What follows belongs to an exercise in optimizing a design on an open flow for small area and a short achievable clock period; a production flow would make more cautious choices.
Where RTL was checked, it was by simulation tests only, not by an equivalence proof against the original.

// Two_neuron
module Two_neuron (clk,reset,enable,wgt1,wgt2,inp,out_vector);
Size in the first run: about 3,400 cells after synthesis, about 280 flip-flops.
Settings: LEC_CHECK=0, CAP_MARGIN=20, CORE_MARGIN=2, CORE_UTILIZATION=40, GPL_TIMING_DRIVEN=0, SLEW_MARGIN=20, SYNTH_HIERARCHICAL=1, SYNTH_MINIMUM_KEEP_SIZE=0; clock period 25.0 ns.
standard.sh (not shown) runs the stock make flow with config.mk's settings and CLKGATE_MAP_FILE= SYNTH_SCRIPT=/design/flow/synth_recipe.tcl, a recipe that flattens the netlist after the stock synthesis.
==> flow/flow/run.sh <==
#!/bin/bash
# The standard layout (the standard.sh, unchanged synthesis), with every input and
# output port buffered by a sky130_fd_sc_hd__buf_2 instead of the resizer's default pick.
set -e
export BUFFER_PORTS_ARGS="-buffer_cell sky130_fd_sc_hd__buf_2"
bash standard.sh > standard.log 2>&1
The first run completed with no timing, DRC or antenna violations.
==> next run, changes <==
- GPL_TIMING_DRIVEN: 0 -> default
Result: The new run produced a clean layout; global-route usage goes down by 0.21 points; non-clock buffer count drops by 101; cell count drops slightly; die area stays the same; first-iteration DRC count goes up by roughly a tenth; sequential cell count stays the same; setup slack improves by 280 ps.
No functional check of the RTL was part of any run of this note.

## v9
Two_neuron, a different RTL version from the one above (not shown whole).
For scale: roughly 3300 cells after synthesis, about 270 flip-flops, ~260 I/O pins, about 34000 um^2 of cells after synthesis.
clock: 25.0 ns
lec_check: 0
cap_margin: 20
core_margin: 2
core_utilization: 40
place_density: 0.8
slew_margin: 20
synth_hierarchical: 1
synth_minimum_keep_size: 0
Scripts as last shown in full above: flow/flow/run.sh
Every stage of the flow completed for v9, and the final layout passed the timing, design-rule and antenna checks.
Edits applied to the flow inputs when going from v9 to v34:
# v9
export LEC_CHECK = 0
export CAP_MARGIN = 20
export CORE_MARGIN = 2
export CORE_UTILIZATION = 40
export PLACE_DENSITY = 0.8
export SLEW_MARGIN = 20
export SYNTH_HIERARCHICAL = 1
export SYNTH_MINIMUM_KEEP_SIZE = 0
create_clock -name core_clock -period 25.0 [get_ports {clk}]
# v34
export LEC_CHECK = 0
export CAP_MARGIN = 20
export CORE_MARGIN = 2
export CORE_UTILIZATION = 40
export CTS_BUF_LIST = sky130_fd_sc_hd__clkbuf_8 sky130_fd_sc_hd__clkbuf_16
export CTS_CLUSTER_DIAMETER = 60
export CTS_CLUSTER_SIZE = 20
export SLEW_MARGIN = 20
export SYNTH_HIERARCHICAL = 1
export SYNTH_MINIMUM_KEEP_SIZE = 0
create_clock -name core_clock -period 25.0 [get_ports {clk}]
[summary]
v9 did not stop at any stage, and its layout met the timing, design-rule and antenna checks. v34 finished end to end and its layout was clean on timing, DRC and antenna. Lower global routing usage on met1 among v34 and v9: v9. Relative to v9, v34 degrades total half-perimeter wirelength after legalization and detailed placement. Comparing v34 and v9, the lower met3 routed wirelength is on v34. Cmp v34 vs v9: routed wire length higher in v34. Per the comparison of v34 with v9, multi-input logic area held, design area went down 0.49%. Looking at v34 and v9, the synthesized-area fraction occupied by adder cells is a wash.
Here is what was changed in the inputs of v50 compared with v34.
# v34
export LEC_CHECK = 0
export CAP_MARGIN = 20
export CORE_MARGIN = 2
export CORE_UTILIZATION = 40
export CTS_BUF_LIST = sky130_fd_sc_hd__clkbuf_8 sky130_fd_sc_hd__clkbuf_16
export CTS_CLUSTER_DIAMETER = 60
export CTS_CLUSTER_SIZE = 20
export SLEW_MARGIN = 20
export SYNTH_HIERARCHICAL = 1
export SYNTH_MINIMUM_KEEP_SIZE = 0
create_clock -name core_clock -period 25.0 [get_ports {clk}]
# v50
export LEC_CHECK = 0
export CAP_MARGIN = 20
export CORE_MARGIN = 2
export CORE_UTILIZATION = 40
export SLEW_MARGIN = 20
export SYNTH_HIERARCHICAL = 1
export SYNTH_MINIMUM_KEEP_SIZE = 0
create_clock -name core_clock -period 25.0 [get_ports {clk}]
==> flow/flow/run.sh <==
#!/bin/bash
# The standard layout (the standard.sh, unchanged synthesis), with every input and
# output port buffered by a sky130_fd_sc_hd__buf_4 instead of the resizer's default pick.
set -e
export BUFFER_PORTS_ARGS="-buffer_cell sky130_fd_sc_hd__buf_4"
bash standard.sh > standard.log 2>&1
Results
NOTE total clock buffers created by CTS v34->v50 increased by more than 10%. Per the comparison of v50 with v34, area share of fa/ha/maj cells after synthesis roughly the same; slew at the pin with the worst max-slew slack comparable; met3 wire length climbed about 17%; clock-buffer cell count went up 13. First-iteration DRC count: v50 < v34. Relative to v34, v50 degrades worst hold slack.
### v50 -> v42
# v50
export LEC_CHECK = 0
export CAP_MARGIN = 20
export CORE_MARGIN = 2
export CORE_UTILIZATION = 40
export SLEW_MARGIN = 20
export SYNTH_HIERARCHICAL = 1
export SYNTH_MINIMUM_KEEP_SIZE = 0
create_clock -name core_clock -period 25.0 [get_ports {clk}]
# v42
export LEC_CHECK = 0
export CAP_MARGIN = 20
export CORE_MARGIN = 2
export CORE_UTILIZATION = 40
export CTS_BUF_LIST = sky130_fd_sc_hd__clkbuf_4 sky130_fd_sc_hd__clkbuf_8
export SLEW_MARGIN = 20
export SYNTH_HIERARCHICAL = 1
export SYNTH_MINIMUM_KEEP_SIZE = 0
create_clock -name core_clock -period 25.0 [get_ports {clk}]
==> flow/flow/run.sh <==
#!/bin/bash
# The standard layout (the standard.sh, unchanged synthesis), with every input and
# output port buffered by a sky130_fd_sc_hd__buf_2 instead of the resizer's default pick.
set -e
export BUFFER_PORTS_ARGS="-buffer_cell sky130_fd_sc_hd__buf_2"
bash standard.sh > standard.log 2>&1
Findings:
Compared with v50, v42 shows clock-buffer cell count that has gone up by more than half.
Final critical-path setup slack (lower): v50
v42 vs. v50: worst hold-check slack went up by 0.034 ns.
v42 vs. v50: met3 wire length went down by 15%.
Compared with v50, in v42 initial antenna violation count grew by 2; cell area after layout shrank by about 1.9%; placeable core region held steady.
A start point of the critical path of inp[8] is what v42 shows, while inp[39] belongs to v50.
diff inputs: v42 => v14
# v42
export LEC_CHECK = 0
export CAP_MARGIN = 20
export CORE_MARGIN = 2
export CORE_UTILIZATION = 40
export CTS_BUF_LIST = sky130_fd_sc_hd__clkbuf_4 sky130_fd_sc_hd__clkbuf_8
export SLEW_MARGIN = 20
export SYNTH_HIERARCHICAL = 1
export SYNTH_MINIMUM_KEEP_SIZE = 0
create_clock -name core_clock -period 25.0 [get_ports {clk}]
# v14
export LEC_CHECK = 0
export CAP_MARGIN = 20
export CORE_MARGIN = 2
export CORE_UTILIZATION = 40
export CTS_BUF_LIST = sky130_fd_sc_hd__clkbuf_8
export CTS_CLUSTER_DIAMETER = 60
export CTS_CLUSTER_SIZE = 16
export SLEW_MARGIN = 20
export SYNTH_HIERARCHICAL = 1
export SYNTH_MINIMUM_KEEP_SIZE = 0
create_clock -name core_clock -period 25.0 [get_ports {clk}]
### Flow results
Taking v42 as the reference point, the multi-input combinational area share of v14 rises by 1.1 points.
v14: setup slack of the critical path after layout 0.031 ns above v42
Between v14 and v42, the sequential share of layout area is higher for v14.
Between v42 and v14, the non-clock buffer count figures differ only marginally.
Per the comparison of v14 with v42, clock-pin slew on the worst setup and hold paths increased by 0.03 ns relative to the old numbers; layout overhead on the synthesized area went down by 1.6 points; final hold slack down 0.0062 ns; count of nets left with antenna violations after detail routing now sits at about the same level.
From v42 to v14 the numbers moved as follows: average wire length per cell after detail routing comparable; worst slew margin relative to its limit now larger.
Input-level comparison between v29 and v14:
# v14
export LEC_CHECK = 0
export CAP_MARGIN = 20
export CORE_MARGIN = 2
export CORE_UTILIZATION = 40
export CTS_BUF_LIST = sky130_fd_sc_hd__clkbuf_8
export CTS_CLUSTER_DIAMETER = 60
export CTS_CLUSTER_SIZE = 16
export SLEW_MARGIN = 20
export SYNTH_HIERARCHICAL = 1
export SYNTH_MINIMUM_KEEP_SIZE = 0
create_clock -name core_clock -period 25.0 [get_ports {clk}]
# v29
export LEC_CHECK = 0
export CAP_MARGIN = 20
export CORE_MARGIN = 2
export CORE_UTILIZATION = 40
export SLEW_MARGIN = 20
export SYNTH_HIERARCHICAL = 1
export SYNTH_MINIMUM_KEEP_SIZE = 0
create_clock -name core_clock -period 25.0 [get_ports {clk}]
### Flow results
- Relative to v14, register share of the cell area has decreased by 0.19 points in v29.
- v14 → v29: final clock skew now sits lower, post-layout worst setup margin dropped 0.14 ns.
- v29 against v14: met1 global-route usage held steady, via count grew by 182.
- The longest individual stage delay on the worst path on v29 is in line with that on v14.
- Every stage of the flow completed for v29, and the final layout passed the timing, design-rule and antenna checks.

## sierra
Two_neuron, a different RTL version from the one above (not shown whole).
Size in the first run: ~3600 cells after synthesis, roughly 260 I/O pins, ~36000 µm² of cells after synthesis.
// Two_neuron
module Two_neuron (clk,reset,enable,wgt1,wgt2,inp,out_vector);
export LEC_CHECK = 0
export CAP_MARGIN = 20
export CORE_MARGIN = 2
export CORE_UTILIZATION = 60
export SLEW_MARGIN = 20
export SYNTH_HIERARCHICAL = 1
export SYNTH_MINIMUM_KEEP_SIZE = 0
create_clock -name core_clock -period 25.0 [get_ports {clk}]
==> flow/flow/run.sh <==
#!/bin/bash
# The standard layout (the standard.sh, unchanged synthesis), with every input and
# output port buffered by a sky130_fd_sc_hd__buf_2 instead of the resizer's default pick.
set -e
export BUFFER_PORTS_ARGS="-buffer_cell sky130_fd_sc_hd__buf_2"
bash standard.sh > standard.log 2>&1
The following lists how amber was set up differently from sierra:
Settings: changing CORE_UTILIZATION from 60 to 40.
### Flow results
- On depth of the critical timing path with buffers and inverters included: amber sits below sierra.
- On diode insertion count for antenna repair: between sierra and amber, it ends up higher for amber.
- Design area: amber vs sierra up about 1.8%
- Cmp sierra and amber / maximum clock frequency / higher: amber
- Cmp amber vs sierra: sequential cell area share lower in amber
- Setup slack in amber is larger than in sierra.
- Comparing sierra and amber, the lower maximum number of pins on one net before global-route repair is on amber.

Two_neuron, a different RTL version from the one above (not shown whole).
Size in the first run: about 3400 cells after synthesis, ~280 flip-flops, roughly 260 I/O pins, about 34000 um2 of cells after synthesis.
Settings: LEC_CHECK=0, CAP_MARGIN=20, CORE_MARGIN=2, CORE_UTILIZATION=40, SLEW_MARGIN=20, SYNTH_HIERARCHICAL=1, SYNTH_MINIMUM_KEEP_SIZE=0; clock period 25.0 ns.
Scripts as last shown in full above: flow/flow/run.sh
The starting point ran to the end with no violations.
Edit:
Settings changed: CTS_BUF_LIST set to sky130_fd_sc_hd__clkbuf_8, CTS_CLUSTER_DIAMETER set to 60, CTS_CLUSTER_SIZE set to 16.
After rerunning: The changed run produced a clean layout; design area shrinks slightly; clock-buffer cell count came out lower by 16; setup slack improves by 96 ps; non-clock buffer count does not change.
Edit:
Settings changed: CAP_MARGIN 20 to 50, CTS_BUF_LIST sky130_fd_sc_hd__clkbuf_8 to unset, CTS_CLUSTER_DIAMETER 60 to unset, CTS_CLUSTER_SIZE 16 to unset, SLEW_MARGIN 20 to 70.
Outcome: Cell area rose by a few percent. Non-clock buffer count rose by 8. Via count hardly moves. Register-to-register slack gains 130 ps. Routed wire length rose slightly.

Two_neuron, a different RTL version from the one above (not shown whole).
Size: about 4000 cells after synthesis, ~260 I/O pins, ~39000 µm² of cells after synthesis.
==> flow/config.mk <==
export PLATFORM = sky130hd
export DESIGN_NAME = Two_neuron
export DESIGN_NICKNAME = Two_neuron
export VERILOG_FILES = /design/flow/design.v
export SDC_FILE = /design/flow/constraint.sdc
export NUM_CORES = 4
export LEC_CHECK = 0
export CAP_MARGIN = 20
export CORE_MARGIN = 2
export CORE_UTILIZATION = 40
export SLEW_MARGIN = 20
export SYNTH_HIERARCHICAL = 1
export SYNTH_MINIMUM_KEEP_SIZE = 0
==> flow/constraint.sdc <==
create_clock -name core_clock -period 25.0 [get_ports {clk}]
set_input_delay 5.0000 -clock core_clock [delete_from_list [all_inputs] [get_ports {clk}]]
set_output_delay 5.0000 -clock core_clock [all_outputs]
set_load 0.01 [all_outputs]
Scripts as last shown in full above: flow/flow/run.sh
==> next run, changes <==
==> flow/run.sh (new file) <==
#!/bin/bash
# synth_recipe.tcl (not shown) runs the flow's synth.tcl, then flattens the netlist and writes it again
# the make line also repeats each setting of config.mk as NAME=value (left out here)
make -C /OpenROAD-flow-scripts/flow DESIGN_CONFIG=/design/flow/config.mk WORK_HOME=/design/flow/orfs CLKGATE_MAP_FILE= SYNTH_SCRIPT=/design/flow/synth_recipe.tcl finish
removed: flow/flow/run.sh
removed: flow/standard.sh
What happened: Synthesized area does not change; final area goes up by 2.7%.

## port drivers added, routing unchanged
The results above use ideal ports. As a check the final layouts listed here were re-extracted and re-timed, cells and wires unchanged.
Step 1 (the two cells are an assumption about what drives the block):
set clk [get_ports {clk}]
set_driving_cell -lib_cell sky130_fd_sc_hd__clkbuf_16 $clk
set_driving_cell -lib_cell sky130_fd_sc_hd__buf_2 [delete_from_list [all_inputs] $clk]
Step 2 times the ports against the registers' clock, not the clock port: input delays grow and output delays shrink by t, the midpoint of the rising clock arrivals with the driver on.
a / b / c = no drivers / after step 1 / after step 2; a / b = the first two.
| run | shift t [ns] | setup WS [ns] | worst setup path at the end | worst slew at a driven data input, ns |
|---|---|---|---|---|
| the first run of note 1 | 0.599 | 16.024 / 16.054 / 15.455 | input to register | 0.14 |
| the second run of note 1 | 0.627 | 16.300 / 16.300 / 15.734 | input to register | 0.15 |
| v9 | 0.587 | 16.019 / 16.018 / 15.432 | input to register | 0.18 |
| v34 | 0.658 | 16.117 / 16.115 / 15.457 | input to register | 0.15 |
| v50 | 0.607 | 16.079 / 16.073 / 15.466 | input to register | 0.14 |
| v42 | 0.700 | 16.155 / 16.169 / 15.469 | input to register | 0.15 |
| v14 | 0.724 | 16.186 / 16.194 / 15.470 | input to register | 0.16 |
| v29 | 0.595 | 16.044 / 16.040 / 15.445 | input to register | 0.16 |
| sierra | 0.595 | 15.014 / 15.014 / 15.014 | register to register | 0.07 |
| amber | 0.633 | 15.362 / 15.362 / 15.362 | register to register | 0.10 |
| the first run of note 4 | 0.603 | 16.226 / 16.227 / 15.625 | input to register | 0.10 |
| the second run of note 4 | 0.706 | 16.322 / 16.336 / 15.630 | input to register | 0.10 |
| the third run of note 4 | 0.608 | 16.231 / 16.213 / 15.605 | input to register | 0.10 |
| the first run of note 5 | 0.609 | 15.701 / 15.733 / 15.124 | input to register | 0.17 |
| the second run of note 5 | 0.625 | 15.113 / 15.146 / 14.521 | input to register | 0.16 |
After both steps every run listed still meets setup and hold. The setup slack of v14, which loses most, moves by +0.008 ns with the drivers and by -0.716 ns with both steps.
